This is an optimization exercise on Yosys and OpenROAD, whose aim is small area, a short achievable clock period and few clock cycles, not a production implementation.
No run shown here included a check of the RTL's function; only the layout flow was run.
Power figures rest on the tool's default switching activity, not on a simulated workload.

==> flow/run.sh <==
#!/bin/bash
set -euo pipefail
bash standard.sh "BUFFER_PORTS_ARGS=-buffer_cell sky130_fd_sc_hd__buf_4" SETUP_SLACK_MARGIN=5.8 finish > flow_make.log 2>&1
==> standard.sh <==
#!/bin/bash
# synth_recipe.tcl (not shown) runs the flow's synth.tcl, then flattens the netlist and writes it again
# the make line also repeats each setting of config.mk as NAME=value (left out here)
make -C /OpenROAD-flow-scripts/flow DESIGN_CONFIG=/design/flow/config.mk WORK_HOME=/design/flow/orfs CLKGATE_MAP_FILE= SYNTH_SCRIPT=/design/flow/synth_recipe.tcl "${@:-finish}"
==> config.mk <==
export PLATFORM = sky130hd
export DESIGN_NAME = CPU_6507
export DESIGN_NICKNAME = CPU_6507
export VERILOG_FILES = /design/flow/design.v
export SDC_FILE = /design/flow/constraint.sdc
export NUM_CORES = 4
export LEC_CHECK = 0
export ABC_AREA = 1
export CAP_MARGIN = 20
export CORE_MARGIN = 2
export CORE_UTILIZATION = 60
export SLEW_MARGIN = 20
==> constraint.sdc <==
create_clock -name core_clock -period 9.0 [get_ports {clk}]
set_input_delay 1.8000 -clock core_clock [delete_from_list [all_inputs] [get_ports {clk}]]
set_output_delay 1.8000 -clock core_clock [all_outputs]
set_load 0.01 [all_outputs]
==> design.v <==
module CPU_6507(
	output [12:0] addr_bus,
	output [7:0] d_out,
	input [7:0] d_in,
	output reg wenb,
	input clk,
	input rstb,
	input rdy
);
localparam T0 = 5'd0, T1 = 5'd1, ABS2 = 5'd2, IDX = 5'd3, BR = 5'd4, BRFIX = 5'd5;
localparam DATA = 5'd8, MOD = 5'd9, WR = 5'd10, PLO = 5'd11, PHI = 5'd12, PHIJ = 5'd13, VEC = 5'd14;
localparam PUSH = 5'd16, SINC = 5'd17, PUSHL = 5'd18, PUSHP = 5'd19, PULLP = 5'd20, PULLL = 5'd21, PULLH = 5'd22, PULLA = 5'd23;
reg [7:0] A, X, Y, S;
reg N, V, D, I, Z, C;
reg [15:0] PC;
reg [7:0] IR, DL, ABL;
reg [4:0] ABH;
reg [4:0] st;
wire [7:0] P = {N, V, 2'b00, D, I, Z, C};
assign addr_bus = st[4] ? {5'b00001, S} : st[3] ? {ABH, ABL} : PC[12:0];
wire [2:0] aaa = IR[7:5];
wire [2:0] bbb = IR[4:2];
wire [1:0] cc = IR[1:0];
wire g1 = cc == 2'b01;
wire g2 = cc == 2'b10;
wire g0 = cc == 2'b00;
wire m_imm = (g1 & bbb == 3'b010) | (~g1 & bbb == 3'b000 & aaa[2]);
wire m_zp = bbb == 3'b001;
wire m_zpi = bbb == 3'b101;
wire m_izx = g1 & bbb == 3'b000;
wire m_izy = g1 & bbb == 3'b100;
wire m_absi = bbb == 3'b111 | (g1 & bbb == 3'b110);
wire use_y = (g1 & (bbb == 3'b110 | bbb == 3'b100)) | (g2 & aaa[2:1] == 2'b10);
wire is_store = aaa == 3'b100 & ~(g0 & ~bbb[0]) & ~(g2 & bbb[1:0] == 2'b10);
wire is_rmw = g2 & ~(aaa[2:1] == 2'b10) & bbb[0];
wire is_branch = g0 & bbb == 3'b100;
wire is_jmp = IR == 8'h4C;
wire is_jmpi = IR == 8'h6C;
wire is_jsr = IR == 8'h20;
wire is_brk = IR == 8'h00;
reg take;
always @(*) begin
	case (aaa[2:1])
		2'b00: take = N;
		2'b01: take = V;
		2'b10: take = C;
		default: take = Z;
	endcase
	take = take == aaa[0];
end
localparam OP_ADD = 3'd0, OP_AND = 3'd1, OP_OR = 3'd2, OP_EOR = 3'd3, OP_SHL = 3'd4, OP_SHR = 3'd5;
localparam [8:0] SA = 9'h100, SX = 9'h080, SY = 9'h040, SS = 9'h020, SPL = 9'h010, SPH = 9'h008, SAL = 9'h004, SDL = 9'h002, SP = 9'h001, S0 = 9'h000;
localparam [1:0] MDL = 2'b10, MNDL = 2'b11, M00 = 2'b00, MFF = 2'b01;
localparam [1:0] C0 = 2'b00, C1 = 2'b10, CC = 2'b01;
localparam [15:0] CW_NONE = 16'd0;
localparam [15:0] CW_ALINC = {SAL, M00, C1, OP_ADD};
reg [15:0] cw_exec;
always @(*) begin
	casez (IR)
		8'b000???01: cw_exec = {SA, MDL, C0, OP_OR};
		8'b001???01: cw_exec = {SA, MDL, C0, OP_AND};
		8'b010???01: cw_exec = {SA, MDL, C0, OP_EOR};
		8'b011???01: cw_exec = {SA, MDL, CC, OP_ADD};
		8'b111???01: cw_exec = {SA, MNDL, CC, OP_ADD};
		8'b110???01: cw_exec = {SA, MNDL, C1, OP_ADD};
		8'b111???00: cw_exec = {SX, MNDL, C1, OP_ADD};
		8'b110???00: cw_exec = {SY, MNDL, C1, OP_ADD};
		8'b001???00: cw_exec = {SA, MDL, C0, OP_AND};
		default: cw_exec = {S0, MDL, C0, OP_OR};    
	endcase
end
reg [15:0] cw_mod;
always @(*) begin
	case (aaa)
		3'b000: cw_mod = {SDL, M00, C0, OP_SHL};
		3'b001: cw_mod = {SDL, M00, CC, OP_SHL};
		3'b010: cw_mod = {SDL, M00, C0, OP_SHR};
		3'b011: cw_mod = {SDL, M00, CC, OP_SHR};
		3'b110: cw_mod = {SDL, MFF, C0, OP_ADD};
		default: cw_mod = {SDL, M00, C1, OP_ADD};
	endcase
end
wire [8:0] idxsel = use_y ? SY : SX;
wire [8:0] stsel = cc[0] ? SA : cc[1] ? SX : SY;
wire [15:0] CW_STORE = {stsel, M00, C0, OP_OR};
reg [15:0] cw_op;
always @(*) begin
	casez (d_in)
		8'b00?0_1010: cw_op = {SA, M00, C0, OP_SHL} | {9'h0, 2'b0, 1'b0, d_in[5], 3'b0};
		8'b01?0_1010: cw_op = {SA, M00, C0, OP_SHR} | {9'h0, 2'b0, 1'b0, d_in[5], 3'b0};
		8'h8A, 8'h9A: cw_op = {SX, M00, C0, OP_OR};
		8'hAA, 8'hA8, 8'h48: cw_op = {SA, M00, C0, OP_OR};
		8'hBA: cw_op = {SS, M00, C0, OP_OR};
		8'h98: cw_op = {SY, M00, C0, OP_OR};
		8'hE8: cw_op = {SX, M00, C1, OP_ADD};
		8'hCA: cw_op = {SX, MFF, C0, OP_ADD};
		8'hC8: cw_op = {SY, M00, C1, OP_ADD};
		8'h88: cw_op = {SY, MFF, C0, OP_ADD};
		8'h00: cw_op = {SPH, M00, C0, OP_OR};
		default: cw_op = {SP, M00, C0, OP_OR};
	endcase
end
reg [15:0] cw_nx;
always @(*) begin
	case (st)
		T0: cw_nx = cw_op;
		T1: begin
			if (m_imm) cw_nx = cw_exec;
			else if (is_branch) cw_nx = {SPL, MDL, C0, OP_ADD};
			else if (m_zp) cw_nx = CW_STORE;
			else if (m_izy) cw_nx = CW_ALINC;
			else if (m_zpi | m_izx) cw_nx = {idxsel, MDL, C0, OP_ADD};
			else cw_nx = {m_absi ? idxsel : S0, MDL, C0, OP_ADD};
		end
		IDX: cw_nx = m_izx ? CW_ALINC : CW_STORE;
		ABS2: cw_nx = is_jsr ? {SPH, M00, C0, OP_OR} : is_jmpi ? CW_ALINC : CW_STORE;
		PLO: cw_nx = {m_izy ? SY : S0, MDL, C0, OP_ADD};
		PHI: cw_nx = CW_STORE;
		DATA: cw_nx = is_rmw ? cw_mod : cw_exec;
		MOD: cw_nx = {SDL, M00, C0, OP_OR};
		BR: cw_nx = {SPH, 1'b0, DL[7], ~DL[7], 1'b0, OP_ADD};
		PUSH: cw_nx = {SPL, M00, C0, OP_OR};
		PUSHL: cw_nx = {SP, M00, C0, OP_OR};
		PULLA: cw_nx = cw_exec;
		default: cw_nx = CW_NONE;
	endcase
end
reg [15:0] cwr;
wire rA = cwr[15], rX = cwr[14], rY = cwr[13], rS = cwr[12], rPL = cwr[11], rPH = cwr[10], rAL = cwr[9], rDL = cwr[8], rP = cwr[7];
wire mEn = cwr[6], mInv = cwr[5], cOne = cwr[4], cC = cwr[3];
wire [2:0] op = cwr[2:0];
wire [7:0] R = ({8{rA}} & A) | ({8{rX}} & X) | ({8{rY}} & Y) | ({8{rS}} & S) |
	({8{rPL}} & PC[7:0]) | ({8{rPH}} & PC[15:8]) | ({8{rAL}} & ABL) | ({8{rDL}} & DL) | ({8{rP}} & P);
assign d_out = R;
wire [7:0] M = ({8{mEn}} & DL) ^ {8{mInv}};
wire cin = cOne | (cC & C);
wire [8:0] sum = {1'b0, R} + {1'b0, M} + {8'b0, cin};
reg [7:0] res;
reg cout;
always @(*) begin
	cout = sum[8];
	case (op)
		OP_ADD: res = sum[7:0];
		OP_AND: res = R & M;
		OP_OR: res = R | M;
		OP_EOR: res = R ^ M;
		OP_SHL: begin res = {R[6:0], cin}; cout = R[7]; end
		default: begin res = {cin, R[7:1]}; cout = R[0]; end
	endcase
end
wire ovf = (R[7] == M[7]) & (res[7] != R[7]);
reg wA, wX, wY, wS, wNZ, wC, wV, bitop;
always @(*) begin
	wA = 0; wX = 0; wY = 0; wS = 0; wNZ = 0; wC = 0; wV = 0; bitop = 0;
	case (st)
		T0: begin
			casez (IR)
				8'b0?0???01, 8'b001???01: begin wA = 1; wNZ = 1; end
				8'b101???01, 8'h68: begin wA = 1; wNZ = 1; end
				8'b011???01, 8'b111???01: begin wA = 1; wNZ = 1; wC = 1; wV = 1; end
				8'b110???01, 8'hE0, 8'hE4, 8'hEC, 8'hC0, 8'hC4, 8'hCC: begin wNZ = 1; wC = 1; end
				8'hA2, 8'hA6, 8'hAE, 8'hB6, 8'hBE: begin wX = 1; wNZ = 1; end
				8'hA0, 8'hA4, 8'hAC, 8'hB4, 8'hBC: begin wY = 1; wNZ = 1; end
				8'h24, 8'h2C: begin wNZ = 1; bitop = 1; wV = 1; end
				8'hAA, 8'hBA, 8'hE8, 8'hCA: begin wX = 1; wNZ = 1; end
				8'hA8, 8'hC8, 8'h88: begin wY = 1; wNZ = 1; end
				8'h8A, 8'h98: begin wA = 1; wNZ = 1; end
				8'h9A: wS = 1;
				8'h0A, 8'h2A, 8'h4A, 8'h6A: begin wA = 1; wNZ = 1; wC = 1; end
				default: ;
			endcase
		end
		MOD: begin wNZ = 1; wC = ~aaa[2]; end
		default: ;
	endcase
end
wire sdec = st == PUSH || st == PUSHL || st == PUSHP;
wire sinc = st == SINC || st == PULLL || (st == PULLP && ~IR[3]);
wire d_stk = ~d_in[7] & ~d_in[4] & ~d_in[2] & ~d_in[1] & ~d_in[0] & (d_in[3] | ~(d_in[5] & ~d_in[6]));
wire d_push = d_stk & ~d_in[5] & (d_in[3] | ~d_in[6]);
wire d_impl = (d_in[3:0] == 4'h8 & (d_in[7] | d_in[4])) | (d_in[3:0] == 4'hA & (d_in[7] | ~d_in[4]));
reg [4:0] ns;
reg wr_n;
always @(*) begin
	ns = T0;
	wr_n = 1'b0;
	case (st)
		T0: begin
			ns = {d_stk, 3'b000, ~d_impl & ~d_push};
			wr_n = d_push;
		end
		T1: begin
			if (m_imm) ns = T0;
			else if (is_branch) ns = take ? BR : T0;
			else if (m_zp) ns = DATA;
			else if (m_zpi | m_izx) ns = IDX;
			else if (m_izy) ns = PLO;
			else ns = ABS2;
			wr_n = m_zp & is_store;
		end
		IDX: begin ns = m_izx ? PLO : DATA; wr_n = ~m_izx & is_store; end
		ABS2: begin
			ns = is_jmp ? T0 : is_jsr ? PUSH : is_jmpi ? PLO : DATA;
			wr_n = is_jsr | (is_store & ~is_jmp & ~is_jmpi);
		end
		PLO: ns = is_jmpi ? PHIJ : PHI;
		VEC: ns = PHIJ;
		PHI: begin ns = DATA; wr_n = is_store; end
		PHIJ: ns = T0;
		DATA: ns = is_rmw ? MOD : T0;
		MOD: begin ns = WR; wr_n = 1'b1; end
		WR: ns = T0;
		BR: ns = (cout != DL[7]) ? BRFIX : T0;
		BRFIX: ns = T0;
		PUSH: begin ns = (is_brk | is_jsr) ? PUSHL : T0; wr_n = is_brk | is_jsr; end
		PUSHL: begin ns = is_brk ? PUSHP : T0; wr_n = is_brk; end
		PUSHP: ns = VEC;
		SINC: ns = IR[3] ? (IR[6] ? PULLA : PULLP) : (IR[5] ? PULLL : PULLP);
		PULLP: ns = IR[3] ? T0 : PULLL;
		PULLL: ns = PULLH;
		PULLH: ns = T0;
		PULLA: ns = T0;
		default: ns = T0;
	endcase
end
wire [15:0] PCinc = PC + 16'd1;
wire [7:0] sx = S ^ {8{sdec}};
wire [6:0] st_t = {&sx[6:0], &sx[5:0], &sx[4:0], &sx[3:0], &sx[2:0], &sx[1:0], sx[0]};
wire [4:0] dinc = d_in[4:0] + 5'd1;
wire [4:0] ABHc = cout ? dinc : d_in[4:0];
always @(posedge clk) if (rdy) cwr <= cw_nx;
always @(posedge clk) begin
	if (rdy) begin
		case (st)
			T0: PC <= PCinc;
			T1: begin DL <= d_in; PC <= PCinc; end
			ABS2: PC <= is_jmp ? {d_in, DL} : PCinc;
			PLO, VEC, DATA, PULLL, PULLA: DL <= d_in;
			PHIJ, PULLH: PC <= {d_in, DL};
			MOD: DL <= res;
			BR: PC[7:0] <= res;
			BRFIX: PC[15:8] <= res;
			PUSH: if (is_jsr) PC[15:8] <= ABL;
			PUSHL: if (is_jsr) PC[7:0] <= DL;
			default: ;
		endcase
	end
end
always @(posedge clk) begin
	if (!rstb) begin
		st <= VEC;
		IR <= 8'h00;
		ABL <= 8'hFC;
		ABH <= 5'h1F;
		wenb <= 1'b1;
		A <= 0; X <= 0; Y <= 0; S <= 0;
		N <= 0; V <= 0; D <= 0; I <= 1; Z <= 1; C <= 0;
	end else if (rdy) begin
		st <= ns;
		wenb <= ~wr_n;
		if (wA) A <= res;
		if (wX) X <= res;
		if (wY) Y <= res;
		if (wS) S <= res;
		else if (sdec | sinc) S <= S ^ {st_t, 1'b1};
		if (wNZ) begin N <= bitop ? M[7] : res[7]; Z <= res == 8'h00; end
		if (wC) C <= cout;
		if (wV) V <= bitop ? M[6] : ovf;
		case (st)
			T0: begin
				IR <= d_in;
				casez (IR)
					8'b00?11000: C <= IR[5];
					8'b01?11000: I <= IR[5];
					8'hB8: V <= 1'b0;
					8'b11?11000: D <= IR[5];
					default: ;
				endcase
			end
			T1: begin
				ABL <= d_in;
				ABH <= 5'd0;
			end
			IDX: begin ABL <= res; ABH <= 5'd0; end
			ABS2: begin
				if (is_jsr) ABL <= d_in;
				else begin ABL <= res; ABH <= ABHc; end
			end
			PLO: ABL <= res;
			PHI: begin ABL <= res; ABH <= ABHc; end
			VEC: ABL[0] <= 1'b1;
			PUSHP: begin I <= 1'b1; ABL <= 8'hFE; ABH <= 5'h1F; end
			PULLP: begin N <= d_in[7]; V <= d_in[6]; D <= d_in[3]; I <= d_in[2]; Z <= d_in[1]; C <= d_in[0]; end
			default: ;
		endcase
	end
end
endmodule
==> results of run 1 <==
## registers in the layout, summed over array words and instances, names as in the netlist
signal,cells
A,8
cwr,16
N,1
C,1
ABL,8
V,1
Y,8
I,1
X,8
ABH,5
D,1
Z,1
wenb,1
PC,16
S,8
st,5
IR,8
DL,8
## metrics by stage
| step | hold WS [ps] | std cells | area, um^2 | utilization |
|---|---|---|---|---|
| 3_3_place_gp | 449.5 | 1532 | 8906 | 0.6367 |
| 2_1_floorplan | 435.0 | 1368 | 8678 | - |
| 4_1_cts | 468.7 | 1580 | 9679 | 0.6920 |
| 3_5_place_dp | 455.7 | 1532 | 8906 | 0.6367 |
| 5_1_grt | 507.0 | 1601 | 10010 | 0.7155 |
| 6_report | 469.4 | 1601 | 10010 | 0.7155 |
## cell type report
cell class	instances	share of cell area
multi-input combinational	1045	0.5577
tap	180	0.02250
clock buffer	9	0.02250
sequential	105	0.2508
inverter	169	0.06776
clock inverter	7	0.007501
timing repair buffer	86	0.07126
## cells in the final DEF (no fill, tap or decap), types with 8 or more instances in the layout
master	Yosys	layout
a21oi_1	101	97
a22oi_1	13	11
buf_4	7	70
buf_6	1	14
clkbuf_16	0	9
dfxtp_1	65	63
edfxtp_1	40	40
ha_1	20	18
inv_1	152	138
inv_2	16	19
nand2_1	373	353
nand2_2	5	20
nand3_1	99	93
nand4_1	19	19
nor2_1	134	129
nor2_2	16	19
nor2_4	6	8
nor3_1	20	16
o211ai_1	17	17
o21ai_0	111	104
o21ai_1	13	15
xor2_1	20	20
## critical path, delay by kind of cell, from the launching register on
kind / cells / cell delay, ps
DFF: 1 / 520
buffers and inverters: 1 / 210
and+or+nand+nor: 3 / 460
## logic make-up after synthesis
family	count (synthesis)
XOR/XNOR	22
AND/OR/NAND/NOR	696
adder cells (fa/ha/maj)	22
flip-flops	105
AO/OA/AOI/OAI	305
buffers and inverters	218
## repair_timing
| action | CTS | global route |
|---|---|---|
| setup buffers | 32 | 21 |
| gates resized for setup | 64 | 46 |
| pin swaps | 37 | 32 |
| setup endpoints to repair | 84 | 73 |
## how the worst max path moves through the flow
stage | to | depth (start not counted)
after floorplan | cwr[14] | 12
after global placement | cwr[13] | 10
after detailed placement | cwr[13] | 13
after CTS | d_out[6] | 4
after global routing | d_out[6] | 4
final | d_out[6] | 4
## power breakdown
group,internal [mW],leakage (nW),switching (mW)
logic,0.124,3.49,0.249
clock network,0.218,0.147,0.197
registers,0.513,0.912,0.0258
total,0.855,4.54,0.472
## per-layer routing
layer | vias up | share of wire | wire (um) | GRT usage
met5 | - | 0 | 0 | 0
met4 | 0 | 0.055 | 1838 | 0.2184
met3 | 148 | 0.12 | 3990 | 0.1039
met2 | 724 | 0.44 | 14800 | 0.6817
met1 | 4629 | 0.38 | 12830 | 0.5513
li1 | 4662 | - | - | -
## cell usage after synthesis (2+ instances only)
cell type,count
a2111oi_0,2
a211oi_1,7
a21oi_1,101
a221oi_1,2
a22oi_1,13
a31oi_1,3
buf_2,17
buf_4,7
clkbuf_1,21
clkbuf_2,3
dfxtp_1,65
edfxtp_1,40
fa_1,2
ha_1,20
inv_1,152
inv_2,16
nand2_1,373
nand2_2,5
nand3_1,99
nand3_2,3
nand3b_1,6
nand4_1,19
nor2_1,134
nor2_2,16
nor2_4,6
nor3_1,20
nor3_2,2
nor3_4,3
nor4_1,4
o2111ai_1,9
o211ai_1,17
o21ai_0,111
o21ai_1,13
o21ai_2,4
o221ai_1,4
o22ai_1,7
o31ai_1,5
or2_2,5
xnor2_1,2
xor2_1,20
==> flow_summary_export.csv, run 1 <==
group,metric,value,unit
grt,grt_pass1_wl,49540,um
power,power_density,132.6,nW/um^2
synthesis,ys_top_cells_by_area,"nand2_1 16%, dfxtp_1 15%, edfxtp_1 14%",
min_path,hold_start,"D",
clock_network,clk_pin_slew,70,ps
synthesis,synth-compound-area-share,0.2033,
drt,drtIter0Drc,1334,
synthesis,ys_seq_elements,105,
setup_path,start_kind,"flip-flop",
finish,ff_latch_area,2510,um^2
synthesis,synthSimpleGateAreaFrac,0.3498,
grt,grt_pass1_vias,8987,
place,place_ws,5080,ps
floorplan,core,13990,um^2
drt,drtPass1Iterations,6,
power,ir_drop,106.3,uV
finish,syn2layout_area_growth,15.81,%
drt,drc,0,
setup_path,startpoint,"cwr[9]",
min_path,hold_class,"reg -> reg",
synthesis,synth_edf_count,40,
drt,wl_per_cell,20.90,um
grt,grtUsageTotal,0.4317,
setup_path,reg2reg_depth,16,
sta,min_period,3364,ps
synthesis,synth_top_family_by_area,"simple AND/OR/NAND/NOR gates",
sta,skew,9.783,ps
synthesis,syn_area_per_cell,6.317,um^2
place,port_buffers,32,
sta,slew_violations,0,
clock_network,clk_latency,370,ps
clock_network,postCtsHoldBufs,0,
clock_network,cts_tree,"done",
finish,finalNetCount,1449,
clock_network,cts_sinks,105,
synthesis,synth_area,8642,um^2
synthesis,synth_seq_area_share,0.2896,
setup_path,cp-end-kind,"primary output",
drt,routed_wl,33460,um
drt,vias,10163,
sta,fmax,297.3,MHz
floorplan,die_area,15380,um^2
sta,rsz0062_at_grt,"true",
power,power,1.327,mW
status,status,"timing/DRC/antenna clean",
synthesis,synthArstFlopShare,0,
grt,grt_start_max_net_pins,47,
clock_network,htreeDepth,3,
floorplan,ios,33,
place,gp_congestion,1.017,
floorplan,die_x,124.0,um
setup_path,regToRegStartpoint,"cwr[8]",
synthesis,synth_mux_area_frac,0,
sta,fin_crit_sh,0.3738,
run,drv_cap,0,
setup_path,r2r_slack,5910,ps
setup_path,cp_slowest_stage_delay,520,ps
power,p_leak,4.545,nW
setup_path,crit_type,"reg -> out",
min_path,hold-path-cell-count,2,
setup_path,worst_ep_arrival_time,1560,ps
floorplan,fp.dieH,124.0,um
clock_network,ctsRootBufferMaster,"clkbuf_16",
finish,fillers,1248,
sta,hold_viol,0,
synthesis,synth_top_area_cell,"nand2_1",
setup_path,reg2reg_to,"PC[2]",
finish,n_antenna_cell,0,
sta,maxSlewHeadroom,0.3157,
clock_network,tritoncts.num_buffers,9,
synthesis,synth-adder-area-share,0.03359,
setup_path,worst-path-max-fanout,8,
finish,multiInputGateArea,5582,um^2
synthesis,ys.warnings.count,1,
sta,worstMarginPinSlew,1019,ps
place,detailed_place_hpwl,24440,um
floorplan,num_rows,43,
synthesis,synthCells,1368,
grt,antenna_found_initial,0,
grt,grt-ovfl-total,0,
synthesis,synth_top_area_frac,0.1620,
setup_path,slowest_stage,"edfxtp_1",
setup_path,cp.required,7200,ps
drt,antenna_left,0,
synthesis,synth-xor-area-share,0.02230,
sta,setup_viol,0,
sta,timing.final.ws_setup,5636,ps
synthesis,synth_fp_nets,1401,
clock_network,cts_max_path_buffers,2,
sta,setup_tns,0,ps
finish,drive_gt1_frac,0.1661,
drt,vias_per_cell,6.348,
setup_path,crit_path_cell_trace,"nand2_1, nand3_1, nand3b_1, buf_4",
floorplan,start_util,0.6178,
synthesis,yosys.cell_types.count,50,
min_path,hold_end,"D",
synthesis,ys.flop_type,"dfxtp_1",
==> run 2, diff against run 1 <==
--- a/design.v
+++ b/design.v
@@ -9,4 +9,4 @@
 );
-localparam T0 = 5'd0, T1 = 5'd1, ABS2 = 5'd2, IDX = 5'd3, BR = 5'd4, BRFIX = 5'd5;
-localparam DATA = 5'd8, MOD = 5'd9, WR = 5'd10, PLO = 5'd11, PHI = 5'd12, PHIJ = 5'd13, VEC = 5'd14;
+localparam T0 = 5'd0, T1 = 5'd1, ABS2 = 5'd2, BRFIX = 5'd5;
+localparam DATA = 5'd8, WR = 5'd10, PLO = 5'd11, PHI = 5'd12, PHIJ = 5'd13;
 localparam PUSH = 5'd16, SINC = 5'd17, PUSHL = 5'd18, PUSHP = 5'd19, PULLP = 5'd20, PULLL = 5'd21, PULLH = 5'd22, PULLA = 5'd23;
@@ -71,13 +71,2 @@
 end
-reg [15:0] cw_mod;
-always @(*) begin
-	case (aaa)
-		3'b000: cw_mod = {SDL, M00, C0, OP_SHL};
-		3'b001: cw_mod = {SDL, M00, CC, OP_SHL};
-		3'b010: cw_mod = {SDL, M00, C0, OP_SHR};
-		3'b011: cw_mod = {SDL, M00, CC, OP_SHR};
-		3'b110: cw_mod = {SDL, MFF, C0, OP_ADD};
-		default: cw_mod = {SDL, M00, C1, OP_ADD};
-	endcase
-end
 wire [8:0] idxsel = use_y ? SY : SX;
@@ -108,9 +97,7 @@
 			if (m_imm) cw_nx = cw_exec;
-			else if (is_branch) cw_nx = {SPL, MDL, C0, OP_ADD};
-			else if (m_zp) cw_nx = CW_STORE;
-			else if (m_izy) cw_nx = CW_ALINC;
-			else if (m_zpi | m_izx) cw_nx = {idxsel, MDL, C0, OP_ADD};
+			else if (is_branch) cw_nx = {SPH, 1'b0, d_in[7], ~d_in[7], 1'b0, OP_ADD};
+			else if (m_zp | m_zpi) cw_nx = CW_STORE;
+			else if (m_izy | m_izx) cw_nx = CW_ALINC;
 			else cw_nx = {m_absi ? idxsel : S0, MDL, C0, OP_ADD};
 		end
-		IDX: cw_nx = m_izx ? CW_ALINC : CW_STORE;
 		ABS2: cw_nx = is_jsr ? {SPH, M00, C0, OP_OR} : is_jmpi ? CW_ALINC : CW_STORE;
@@ -118,7 +105,6 @@
 		PHI: cw_nx = CW_STORE;
-		DATA: cw_nx = is_rmw ? cw_mod : cw_exec;
-		MOD: cw_nx = {SDL, M00, C0, OP_OR};
-		BR: cw_nx = {SPH, 1'b0, DL[7], ~DL[7], 1'b0, OP_ADD};
+		DATA: cw_nx = is_rmw ? {SDL, M00, C0, OP_OR} : cw_exec;
 		PUSH: cw_nx = {SPL, M00, C0, OP_OR};
 		PUSHL: cw_nx = {SP, M00, C0, OP_OR};
+		PUSHP: cw_nx = CW_ALINC;
 		PULLA: cw_nx = cw_exec;
@@ -151,2 +137,7 @@
 wire ovf = (R[7] == M[7]) & (res[7] != R[7]);
+wire [7:0] AR = (st == T1) ? (is_branch ? PC[7:0] : (use_y ? Y : X)) : {8{~aaa[0]}};
+wire acin = (st == T1) ? is_branch : aaa[0];
+wire [8:0] aa = {1'b0, AR} + {1'b0, d_in} + {8'b0, acin};
+wire rmw_c = aaa[0] & C;
+wire [7:0] rmw_val = aaa[2] ? aa[7:0] : aaa[1] ? {rmw_c, d_in[7:1]} : {d_in[6:0], rmw_c};
 reg wA, wX, wY, wS, wNZ, wC, wV, bitop;
@@ -172,3 +163,3 @@
 		end
-		MOD: begin wNZ = 1; wC = ~aaa[2]; end
+		WR: wNZ = 1;
 		default: ;
@@ -193,10 +184,8 @@
 			if (m_imm) ns = T0;
-			else if (is_branch) ns = take ? BR : T0;
-			else if (m_zp) ns = DATA;
-			else if (m_zpi | m_izx) ns = IDX;
-			else if (m_izy) ns = PLO;
+			else if (is_branch) ns = (take & (aa[8] != d_in[7])) ? BRFIX : T0;
+			else if (m_zp | m_zpi) ns = DATA;
+			else if (m_izy | m_izx) ns = PLO;
 			else ns = ABS2;
-			wr_n = m_zp & is_store;
-		end
-		IDX: begin ns = m_izx ? PLO : DATA; wr_n = ~m_izx & is_store; end
+			wr_n = (m_zp | m_zpi) & is_store;
+		end
 		ABS2: begin
@@ -205,10 +194,7 @@
 		end
-		PLO: ns = is_jmpi ? PHIJ : PHI;
-		VEC: ns = PHIJ;
+		PLO: ns = (is_jmpi | is_brk) ? PHIJ : PHI;
 		PHI: begin ns = DATA; wr_n = is_store; end
 		PHIJ: ns = T0;
-		DATA: ns = is_rmw ? MOD : T0;
-		MOD: begin ns = WR; wr_n = 1'b1; end
+		DATA: begin ns = is_rmw ? WR : T0; wr_n = is_rmw; end
 		WR: ns = T0;
-		BR: ns = (cout != DL[7]) ? BRFIX : T0;
 		BRFIX: ns = T0;
@@ -216,3 +202,3 @@
 		PUSHL: begin ns = is_brk ? PUSHP : T0; wr_n = is_brk; end
-		PUSHP: ns = VEC;
+		PUSHP: ns = PLO;
 		SINC: ns = IR[3] ? (IR[6] ? PULLA : PULLP) : (IR[5] ? PULLL : PULLP);
@@ -230,23 +216,5 @@
 wire [4:0] ABHc = cout ? dinc : d_in[4:0];
-always @(posedge clk) if (rdy) cwr <= cw_nx;
-always @(posedge clk) begin
-	if (rdy) begin
-		case (st)
-			T0: PC <= PCinc;
-			T1: begin DL <= d_in; PC <= PCinc; end
-			ABS2: PC <= is_jmp ? {d_in, DL} : PCinc;
-			PLO, VEC, DATA, PULLL, PULLA: DL <= d_in;
-			PHIJ, PULLH: PC <= {d_in, DL};
-			MOD: DL <= res;
-			BR: PC[7:0] <= res;
-			BRFIX: PC[15:8] <= res;
-			PUSH: if (is_jsr) PC[15:8] <= ABL;
-			PUSHL: if (is_jsr) PC[7:0] <= DL;
-			default: ;
-		endcase
-	end
-end
 always @(posedge clk) begin
 	if (!rstb) begin
-		st <= VEC;
+		st <= PLO;
 		IR <= 8'h00;
@@ -255,2 +223,3 @@
 		wenb <= 1'b1;
+		cwr <= CW_ALINC;
 		A <= 0; X <= 0; Y <= 0; S <= 0;
@@ -259,2 +228,3 @@
 		st <= ns;
+		cwr <= cw_nx;
 		wenb <= ~wr_n;
@@ -271,2 +241,3 @@
 				IR <= d_in;
+				PC <= PCinc;
 				casez (IR)
@@ -280,7 +251,11 @@
 			T1: begin
-				ABL <= d_in;
+				DL <= d_in;
+				if (is_branch & take) PC[7:0] <= aa[7:0];
+				else PC <= PCinc;
+				ABL <= (m_zpi | m_izx) ? aa[7:0] : d_in;
 				ABH <= 5'd0;
 			end
-			IDX: begin ABL <= res; ABH <= 5'd0; end
 			ABS2: begin
+				if (is_jmp) PC <= {d_in, DL};
+				else PC <= PCinc;
 				if (is_jsr) ABL <= d_in;
@@ -288,7 +263,15 @@
 			end
-			PLO: ABL <= res;
+			PLO: begin DL <= d_in; ABL <= res; end
 			PHI: begin ABL <= res; ABH <= ABHc; end
-			VEC: ABL[0] <= 1'b1;
+			PHIJ, PULLH: PC <= {d_in, DL};
+			DATA: begin
+				DL <= is_rmw ? rmw_val : d_in;
+				if (is_rmw & ~aaa[2]) C <= aaa[1] ? d_in[0] : d_in[7];
+			end
+			BRFIX: PC[15:8] <= res;
+			PUSH: if (is_jsr) PC[15:8] <= ABL;
+			PUSHL: if (is_jsr) PC[7:0] <= DL;
 			PUSHP: begin I <= 1'b1; ABL <= 8'hFE; ABH <= 5'h1F; end
 			PULLP: begin N <= d_in[7]; V <= d_in[6]; D <= d_in[3]; I <= d_in[2]; Z <= d_in[1]; C <= d_in[0]; end
+			PULLL, PULLA: DL <= d_in;
 			default: ;
==> flow/run.sh (replaced) <==
#!/bin/bash
set -euo pipefail
bash standard.sh "BUFFER_PORTS_ARGS=-buffer_cell sky130_fd_sc_hd__buf_4" SETUP_SLACK_MARGIN=5.5 finish > flow_make.log 2>&1
==> run 2 against run 1 <==
  * Routed wire length is 22% higher
  * Setup slack worse by 260 ps
  * Final cell count is 10% higher
  * Synthesized cell count is 12% higher
  * Hold slack better by 4.5 ps
  * Power is 1.8% lower
  * Largest cell class unchanged
  * Global-route usage is 5.2 points higher
  * Die area is 8.3% higher
  * Core utilization is 3.7 points lower
==> flow_summary_export.csv, run 2 <==
group,metric,value,unit
setup_path,r2r_slack,5450,ps
power,comb_power_share,0.281,
floorplan,die_x,129.1,um
clock_network,cts_tree,"done",
sta,rsz0062_at_grt,"true",
finish,top_regs,"PC x16, cwr x16",
sta,hold_viol,0,
drt,vias_per_cell,6.573,
finish,finalNetCount,1592,
clock_network,clk_latency,380,ps
floorplan,fp.dieH,129.1,um
sta,timing.final.ws_setup,5379,ps
power,switching_share,0.3844,
clock_network,cts_max_path_buffers,2,
power,p_int,0.8026,mW
power,power,1.304,mW
synthesis,ys_top_cells_by_area,"nand2_1 18%, dfxtp_1 17%, edfxtp_1 7.7%",
synthesis,syn_area_per_cell,6.121,um^2
floorplan,core,15260,um^2
clock_network,cts_sinks,105,
grt,grt_pass1_wl,60200,um
synthesis,synth_fp_nets,1575,
grt,antenna_found_initial,0,
sta,min_period,3621,ps
drt,wl_per_cell,23.15,um
setup_path,start_kind,"input port",
setup_path,cp-end-kind,"flip-flop",
place,dp_cells,1724,
drt,routed_wl,40900,um
sta,setup_tns,0,ps
sta,setup_viol,0,
grt,grt-ovfl-total,0,
setup_path,critPathTopFamily,"adder cells",
setup_path,crit_path_cell_trace,"buf_12, fa_2, fa_2, nand2_1, nand2_1, nand2_2, nand2_2, nand2_2, nand2_1, nand2_1, nand2_1, xor2_1, inv_1, a22oi_1, nand2_1",
clock_network,htreeDepth,3,
floorplan,ios,33,
finish,fillers,1424,
drt,drtPass1Iterations,8,
floorplan,num_rows,45,
place,gp_congestion,1.102,
finish,post-route-util,0.6785,
finish,final_common_cell,"nand2_1",
setup_path,worst_ep_arrival_time,3750,ps
status,status,"timing/DRC/antenna clean",
finish,layout_common_cells,"441 x nand2_1, 161 x inv_1, 134 x a21oi_1",
setup_path,crit_type,"in -> reg",
synthesis,synth_top_area_frac,0.1784,
setup_path,cp_slowest_stage_delay,410,ps
finish,drive_gt1_frac,0.1209,
finish,syn2layout_area_growth,10.32,%
sta,slew_violations,0,
grt,grtUsageTotal,0.4833,
synthesis,synthArstFlopShare,0,
drt,drtIter0Drc,2222,
synthesis,synth_most_common_cell,"nand2_1",
synthesis,synth_seq_area_share,0.2496,
sta,fmax,276.2,MHz
synthesis,ys_seq_elements,105,
grt,grt_start_max_net_pins,45,
synthesis,synth_area,9384,um^2
setup_path,slowest_stage,"fa_2",
clock_network,tritoncts.num_buffers,9,
floorplan,start_util,0.6150,
sta,maxSlewHeadroom,0.4440,
synthesis,ys.flop_type,"dfxtp_1",
setup_path,critical_path_buf_inv_count,2,
grt,grt_pass1_vias,10371,
synthesis,synth_common_cells,"446 x nand2_1, 167 x inv_1, 137 x a21oi_1",
power,clockPowerShare,0.318,
synthesis,synth_top_area_cell,"nand2_1",
sta,worstMarginPinSlew,834.0,ps
drt,drc,0,
drt,vias,11615,
synthesis,yosys.cell_types.count,54,
synthesis,ys.warnings.count,1,
power,p_leak,4.664,nW
clock_network,ctsRootBufferMaster,"clkbuf_16",
sta,skew,16.37,ps
power,power_density,125.9,nW/um^2
run,drv_cap,0,
synthesis,synthCells,1533,
setup_path,worst-path-max-fanout,4,
power,power.switching,0.5012,mW
place,place_ws,4777,ps
setup_path,cp.required,9130,ps
floorplan,die_area,16660,um^2
min_path,hold_class,"reg -> reg",
finish,layout.cells.non_filler,1767,
drt,antenna_left,0,
place,detailed_place_hpwl,30440,um
synthesis,synth_edf_count,24,
clock_network,clk_pin_slew,80,ps
power,ir_drop,110.6,uV
setup_path,cpMostUsedCell,"nand2_1",
power,seqPwrFrac,0.401,
sta,fin_crit_sh,0.4023,
place,port_buffers,32,
[run 2: kinds of logic (layout without fill, tap and decap cells)]
| logic type | Yosys count | in the layout | share of synthesized area |
|---|---|---|---|
| compound gates | 357 | 357 | 0.2188 |
| simple gates | 764 | 764 | 0.3548 |
| other cells | 0 | 1 | 0 |
| buf+inv | 250 | 272 | 0.1080 |
| xor+xnor | 26 | 26 | 0.02427 |
| flops | 105 | 105 | 0.2496 |
| fa+ha+maj | 31 | 31 | 0.04453 |
[run 2: per-stage QoR]
step                instance area (um^2)  hold slack [ps]
global route                       10350            496.0
finish                             10350            473.9
floorplan                           9395            433.8
CTS                                10050            472.9
global placement                    9668            450.1
detailed placement                  9681            454.6
[run 2: cell type report]
type	instances	area, um^2	area share
Multi-Input combinational cell	1178	6151	0.5942
Sequential cell	105	2374	0.2293
Inverter	192	760.7	0.07348
Timing Repair Buffer	64	503.0	0.04859
Tap cell	211	264.0	0.02550
Clock buffer	9	225.2	0.02175
Clock inverter	7	72.57	0.007010
Antenna cell	1	2.502	0.0002417
[run 2: final timing paths]
check	cells past startpoint	to	startpoint
max reg2reg	22	PC[6]	IR[2]
max	15	PC[6]	d_in[0]
min reg2reg	2	cwr[4]	cwr[4]
min	2	cwr[4]	cwr[4]
[run 2: power by group through the flow]
stage	clock [mW]	combinational, mW	sequential [mW]
6_report	0.415	0.366	0.523
5_1_grt	0.423	0.386	0.523
4_1_cts	0.408	0.333	0.520
3_5_place_dp	0	0.329	0.532
3_3_place_gp	0	0.323	0.532
2_1_floorplan	0	0.219	0.516
[run 2: worst register-to-register path: cells and delay by family, from the launching register on]
kind,cells,cell delay (ps)
compound gates,2,360
xor+xnor,1,150
fa+ha+maj,2,810
buf+inv,4,460
flops,1,500
simple gates,13,1030
[run 2: repair_timing]
action	CTS	global route
buffers inserted	3	23
hold buffers	0	0
gates resized for setup	16	42
setup endpoints to repair	49	45
pin swaps	3	11
[run 2: per-layer routing]
metal  share of wire  GRT usage  wire, um
met1            0.37     0.6211     14960
met2            0.42     0.7183     17040
met3            0.16     0.1730      6386
met4           0.061     0.2449      2511
met5               0          0         0
==> run 3, diff against run 2 <==
==> flow/run.sh (replaced) <==
#!/bin/bash
set -euo pipefail
bash standard.sh SETUP_SLACK_MARGIN=5.5 finish > flow_make.log 2>&1
==> run 3 against run 2 <==
  * Still clean on timing, DRC and antenna
  * First-iteration DRC count up 3.9%
  * Critical path depth up 2
  * Maximum frequency up 0.34%
  * Clock power about the same
  * Core utilization grew 2.6 points
  * Power up 0.70%
  * Hold slack better by 14 ps
  * Combinational power rose by 3%
  * Synthesized cell count did not move
  * Area after synthesis did not move
  * Die area is the same
  * Via count grew 1.4%
  * Largest cell class unchanged
  * Highest routed layer is now met5
==> flow_summary_export.csv, run 3 <==
group,metric,value,unit
drt,vias,11774,
sta,setup_viol,0,
synthesis,ys.flop_type,"dfxtp_1",
sta,min_period,3609,ps
place,gp_congestion,1.130,
clock_network,clk_pin_slew,80,ps
sta,fmax,277.1,MHz
drt,drc,0,
status,status,"timing/DRC/antenna clean",
setup_path,critPathCapture,"PC[5]",
drt,routed_wl,41000,um
drt,drtIter0Drc,2309,
synthesis,synth_top_area_frac,0.1784,
synthesis,synth_common_cells,"446 x nand2_1, 167 x inv_1, 137 x a21oi_1",
setup_path,cp.required,9120,ps
floorplan,num_rows,45,
finish,layout_common_cells,"440 x nand2_1, 157 x inv_1, 134 x a21oi_1",
setup_path,startpoint,"st[0]",
drt,wl_per_cell,22.77,um
setup_path,reg2reg_depth,17,
sta,slew_violations,0,
clock_network,cts_sinks,105,
grt,grt_pass1_wl,61000,um
grt,grt-ovfl-total,0,
finish,finalNetCount,1625,
synthesis,synth_most_common_cell,"nand2_1",
synthesis,synth_area,9384,um^2
setup_path,start_kind,"flip-flop",
finish,post-route-util,0.7049,
sta,worstMarginPinSlew,756.3,ps
clock_network,cts_tree,"done",
setup_path,regToRegStartpoint,"st[0]",
synthesis,syn_area_per_cell,6.121,um^2
drt,drtPass1Iterations,8,
setup_path,cp-end-kind,"flip-flop",
power,ir_drop,113.4,uV
power,p_leak,4.840,nW
synthesis,synth_fp_nets,1575,
finish,ff_latch_area,2382,um^2
setup_path,reg2reg_to,"PC[5]",
floorplan,start_util,0.6150,
grt,antenna_found_initial,3,
synthesis,synthArstFlopShare,0,
drt,antenna_left,0,
floorplan,fp.dieH,129.1,um
sta,fin_crit_sh,0.4010,
synthesis,ys.warnings.count,1,
finish,top_regs,"PC x16, cwr x16",
finish,drive_gt1_frac,0.1411,
grt,grt_start_max_net_pins,45,
sta,setup_tns,0,ps
clock_network,ctsRootBufferMaster,"clkbuf_16",
finish,fillers,1374,
synthesis,ys_top_cells_by_area,"nand2_1 18%, dfxtp_1 17%, edfxtp_1 7.7%",
synthesis,synth_seq_area_share,0.2496,
clock_network,clk_latency,370,ps
floorplan,ios,33,
clock_network,postCtsHoldBufs,0,
finish,multiInputGateArea,6237,um^2
setup_path,crit_type,"reg -> reg",
setup_path,r2r_slack,5390,ps
grt,grt_pass1_vias,10626,
run,drv_cap,0,
min_path,hold_class,"reg -> reg",
drt,vias_per_cell,6.537,
synthesis,synth_edf_count,24,
setup_path,worst-path-max-fanout,8,
sta,hold_viol,0,
setup_path,worst_ep_arrival_time,3730,ps
clock_network,cts_max_path_buffers,2,
finish,final_common_cell,"nand2_1",
synthesis,ys_seq_elements,105,
clock_network,htreeDepth,3,
power,power_density,122.1,nW/um^2
place,port_buffers,32,
place,detailed_place_hpwl,29440,um
sta,maxSlewHeadroom,0.4924,
synthesis,synthCells,1533,
synthesis,yosys.cell_types.count,54,
sta,skew,7.154,ps
grt,grtUsageTotal,0.4868,
floorplan,die_x,129.1,um
synthesis,synth_top_area_cell,"nand2_1",
floorplan,die_area,16660,um^2
finish,syn2layout_area_growth,14.61,%
sta,rsz0062_at_grt,"true",
clock_network,tritoncts.num_buffers,9,
floorplan,core,15260,um^2
run 3: cell count changes in the layout (fill, tap and decap cells not counted), sizes merged, moves of 3 or more:
cell,previous run,this run
buf,63,66
clkbuf,10,15
clkdlybuf4s50,0,3
clkinv,9,5
dlygate4sd2,0,20
run 3: kinds of logic (layout without fill, tap and decap cells):
kind of cell / after synthesis / in the layout / synth area share
adders and majority gates: 31 / 31 / 0.04453
and+or+nand+nor: 764 / 765 / 0.3548
DFF: 105 / 105 / 0.2496
other: 0 / 2 / 0
xor gates and xnor gates: 26 / 26 / 0.02427
AOI/OAI and AO/OA: 357 / 357 / 0.2188
buffers and inverters: 250 / 304 / 0.1080
run 3: area by class of cell:
type                       instances  area share
sequential                       105      0.2215
clock inverter                     5    0.004072
tap                              211     0.02455
timing repair buffer              96     0.07306
inverter                         192     0.07294
multi-input combinational       1179      0.5799
antenna                            2   0.0004653
clock buffer                      11     0.02350
run 3: repair_timing:
item | 4_1_cts | 5_1_grt
pin swaps | 9 | 8
gates resized for setup | 91 | 58
endpoints found under the setup margin | 101 | 69
buffers inserted | 40 | 13
cloned | 0 | 1
run 3: per-layer routing:
layer | wire length (um) | part of all wire | global-route usage | vias up
li1 | - | - | - | 5220
met1 | 14310 | 0.35 | 0.6166 | 5267
met2 | 16820 | 0.41 | 0.7118 | 1007
met3 | 6909 | 0.17 | 0.1990 | 278
met4 | 2951 | 0.072 | 0.2538 | 2
met5 | 19 | 0.00046 | 0 | -
run 3: worst min-delay path by stage:
stage	start	end	slack, ps	cells after the start
final	I	I	490	2
after global placement	cwr[4]	cwr[4]	450	2
after global routing	ABH[2]	ABH[2]	510	2
after CTS	cwr[4]	cwr[4]	480	2
after floorplan	ABH[0]	ABH[0]	430	2
after detailed placement	cwr[4]	cwr[4]	460	2
run 3: stage by stage:
stage | setup slack (ps) | hold slack (ps) | instance area [um^2] | power [mW] | instances
4_1_cts | 5457 | 480.7 | 10510 | 1.274 | 1785
5_1_grt | 5318 | 507.5 | 10750 | 1.349 | 1799
3_5_place_dp | 4512 | 464.8 | 9786 | 0.8640 | 1729
6_report | 5391 | 487.5 | 10760 | 1.313 | 1801
2_1_floorplan | 5385 | 433.8 | 9395 | 0.7351 | 1533
3_3_place_gp | 4532 | 452.3 | 9786 | 0.8604 | 1729
run 3: critical path: stages (launching register included):
cell and delay [ps]:
dfxtp_1 500, inv_2 80, nor2_4 220, nand3_4 170
clkinvlp_4 190, nor2_2 70, inv_2 180, o21ai_0 130
a31oi_1 500, ha_1 390, nand2_1 160, nand2_1 70
nand2_1 60, nand2_1 60, xor2_1 140, inv_1 100
a22oi_1 240, nand2_1 100
run 3: power breakdown:
| part | leakage [nW] | internal, mW | switching (mW) | total [mW] |
|---|---|---|---|---|
| Combinational | 3.81 | 0.116 | 0.261 | 0.377 |
| Clock | 0.150 | 0.208 | 0.205 | 0.414 |
| Sequential | 0.884 | 0.496 | 0.0270 | 0.523 |
| Total | 4.84 | 0.820 | 0.493 | 1.31 |
==> run 4, diff against run 3 <==
==> flow/run.sh (replaced) <==
#!/bin/bash
set -euo pipefail
bash standard.sh ADDER_MAP_FILE= "BUFFER_PORTS_ARGS=-buffer_cell sky130_fd_sc_hd__buf_4" SETUP_SLACK_MARGIN=5.8 finish > flow_make.log 2>&1
==> run 4 against run 3 <==
  * Power increased by 4.3%
  * Critical path depth decreased by 12
  * Die area increased by 0.29%
  * Maximum frequency increased by 7.2%
  * Synthesized cell count increased by 3.3%
  * Non-clock buffer count increased by 38
  * Still clean on timing, DRC and antenna
  * Clock skew increased by 10 ps
==> flow_summary_export.csv, run 4 <==
group,metric,value,unit
status,status,"timing/DRC/antenna clean",
synthesis,synth_common_cells,"436 x nand2_1, 178 x inv_1, 169 x nor2_1",
finish,final_common_cell,"nand2_1",
drt,drtIter0Drc,2267,
clock_network,cts_tree,"done",
setup_path,start_kind,"flip-flop",
drt,drtPass1Iterations,8,
synthesis,synthCells,1584,
floorplan,die_area,16710,um^2
sta,min_period,3367,ps
setup_path,reg2reg_to,"Z",
sta,fin_crit_sh,0.3741,
clock_network,clk_latency,380,ps
grt,antenna_found_initial,0,
synthesis,synth_top_area_cell,"nand2_1",
synthesis,synth_edf_count,24,
clock_network,htreeDepth,3,
setup_path,worst-path-max-fanout,4,
synthesis,syn_area_per_cell,5.942,um^2
setup_path,cp_slowest_stage_delay,570,ps
grt,grt-ovfl-total,0,
place,port_buffers,32,
finish,layout_common_cells,"409 x nand2_1, 167 x inv_1, 152 x nor2_1",
setup_path,slowest_stage,"edfxtp_1",
clock_network,postCtsHoldBufs,0,
min_path,hold_end,"cwr[3]",
synthesis,synth_fp_nets,1595,
power,ir_drop,104.1,uV
synthesis,yosys.cell_types.count,63,
drt,vias_per_cell,6.652,
finish,top_regs,"PC x16, cwr x16",
power,power_density,120.3,nW/um^2
synthesis,synthArstFlopShare,0,
min_path,hold_start,"cwr[3]",
place,gp_congestion,1.094,
drt,drc,0,
setup_path,critPathTopFamily,"flip-flops",
synthesis,synth_seq_area_share,0.2488,
setup_path,worst_ep_arrival_time,1570,ps
drt,vias,12539,
synthesis,ys_seq_elements,105,
finish,post-route-util,0.7463,
min_path,hold-path-cell-count,2,
floorplan,start_util,0.6169,
setup_path,cp.required,7200,ps
setup_path,cpMostUsedCell,"nand2_2",
drt,antenna_left,0,
sta,worstMarginPinSlew,910.6,ps
grt,grt_pass1_wl,62870,um
floorplan,num_rows,45,
sta,skew,17.26,ps
synthesis,ys.flop_type,"dfxtp_1",
drt,routed_wl,43940,um
setup_path,cp-end-kind,"primary output",
clock_network,clk_pin_slew,90,ps
grt,grt_pass1_vias,10917,
finish,syn2layout_area_growth,20.98,%
synthesis,synth_area,9413,um^2
synthesis,synth_most_common_cell,"nand2_1",
drt,wl_per_cell,23.31,um
floorplan,die_x,129.3,um
sta,maxSlewHeadroom,0.3772,
sta,rsz0062_at_grt,"true",
synthesis,ys.warnings.count,1,
floorplan,core,15260,um^2
setup_path,reg2reg_depth,26,
sta,fmax,297.0,MHz
run,drv_cap,0,
synthesis,synth_top_area_frac,0.1739,
power,p_leak,5.142,nW
sta,hold_viol,0,
floorplan,fp.dieH,129.3,um
finish,drive_gt1_frac,0.2010,
setup_path,crit_path_cell_trace,"nand2_1, nand2_2, nor2_4, nand2_2, buf_6",
sta,setup_tns,0,ps
clock_network,cts_sinks,105,
grt,grtUsageTotal,0.5032,
synthesis,ys_top_cells_by_area,"nand2_1 17%, dfxtp_1 17%, edfxtp_1 7.7%",
clock_network,cts_max_path_buffers,2,
finish,finalNetCount,1678,
grt,grt_start_max_net_pins,46,
setup_path,regToRegStartpoint,"cwr[15]",
clock_network,tritoncts.num_buffers,9,
setup_path,critical_path_buf_inv_count,1,
place,detailed_place_hpwl,29870,um
min_path,hold_class,"reg -> reg",
sta,setup_viol,0,
clock_network,ctsRootBufferMaster,"clkbuf_16",
power,power,1.369,mW
floorplan,ios,33,
setup_path,crit_type,"reg -> out",
setup_path,r2r_slack,5690,ps
sta,slew_violations,0,
[run 4: changes by cell type in the layout (fill, tap and decap cells not counted), sizes merged, moves of 5 or more]
cell         change
nand4            -6
clkinv           +5
buf             +67
o21ai           +18
a221oi           +9
ha              -27
nor2            +47
o22ai            -5
inv              +6
nor3             -6
a31oi            -5
dlygate4sd2     -20
clkbuf           -5
o211ai           +7
[run 4: worst register-to-register path: stages, from the launching register on]
cell	delay (ps)
dfxtp_4	410
nand2_1	170
nand2_1	150
nor2_2	70
buf_4	130
buf_4	120
buf_4	120
buf_4	120
buf_4	130
buf_4	120
nand3_1	100
nand2_2	110
nor2_4	140
inv_1	60
nor2_2	110
nand2_2	120
nand2_2	120
nand2_1	60
nand3_1	60
nand3b_1	110
buf_6	160
buf_12	130
inv_2	70
nand4_1	90
nand2_1	130
nand2_1	80
nand2_1	80
[run 4: through the flow]
stage	setup WS [ps]	hold WS (ps)	area (um^2)	cells
floorplan	5765	432.4	9517	1584
global placement	4938	456.2	9708	1769
detailed placement	4817	468.2	9708	1769
CTS	5697	481.3	10780	1845
global route	5615	526.0	11380	1883
finish	5633	482.8	11390	1885
[run 4: cell families after synthesis]
| group | share of synthesized area |
|---|---|
| DFF | 0.2488 |
| xor gates and xnor gates | 0.02419 |
| buffers and inverters | 0.1137 |
| and+or+nand+nor | 0.3698 |
| AOI/OAI and AO/OA | 0.2435 |
[run 4: area by class of cell]
cell class / instances / area, um^2
repair buffers: 134 / 1121
multi-input cells: 1217 / 6485
diodes: 2 / 5.005
well taps: 211 / 264.0
inverters: 200 / 815.8
flip-flops and latches: 105 / 2377
fillers: 1239 / 3871
clock buffers: 9 / 225.2
clock inverters: 7 / 93.84
[run 4: routing by layer]
metal	vias to the layer above	global-route usage	part of all wire
li1	5459	-	-
met1	5549	0.6181	0.34
met3	351	0.1693	0.17
met5	-	0.005882	0
met2	1180	0.7263	0.39
met4	0	0.3804	0.10
[run 4: power breakdown]
part	internal [mW]	leakage, nW	switching, mW
sequential	0.495	0.883	0.0221
clock	0.204	0.154	0.230
combinational	0.144	4.11	0.275
total	0.843	5.14	0.526
[run 4: repair_timing]
item	4_1_cts	5_1_grt
gates cloned	0	1
pin swaps	28	32
gates resized for setup	85	86
setup buffers	60	36
endpoints found under the setup margin	98	89
[run 4: worst max-delay path by stage]
stage	startpoint	slack, ps	cells past startpoint	to
after floorplan	d_in[0]	5770	14	cwr[5]
after global placement	rdy	4940	9	A[0]
after detailed placement	rdy	4820	9	A[4]
after CTS	PC[2]	5700	5	addr_bus[2]
after global routing	cwr[15]	5620	26	Z
final	DL[4]	5630	5	d_out[4]

separate check: timing with driven ports:
No port has a modelled driver above. Below, the same layouts with a new extraction and two added sets of constraints.
Step 1 (the two cells are an assumption about what drives the block):
set clk [get_ports {clk}]
set_driving_cell -lib_cell sky130_fd_sc_hd__clkbuf_16 $clk
set_driving_cell -lib_cell sky130_fd_sc_hd__buf_2 [delete_from_list [all_inputs] $clk]
Step 2 adds t to the input delays and takes it off the output delays; t is the mean of the earliest and latest rising clock arrival at the registers after step 1. Input paths then give back, and output paths get back, about the clock's delay inside the block.
Slacks: ideal / step 1 / step 2; pairs: ideal / step 1.
run	shift t [ns]	slack for setup (ns)	worst slew at a driven data input, ns	pins driven straight from the clock port
run 1	0.407	5.636 / 5.593 / 5.347	0.05	1
run 2	0.418	5.379 / 5.381 / 4.963	0.06	1
run 3	0.412	5.391 / 5.391 / 5.106	0.03	1
run 4	0.416	5.633 / 5.586 / 5.309	0.07	1
After both steps setup and hold are still met in every run listed. For run 2, which loses most, drivers alone change the setup slack by +0.002 ns; drivers and shift together by -0.416 ns.
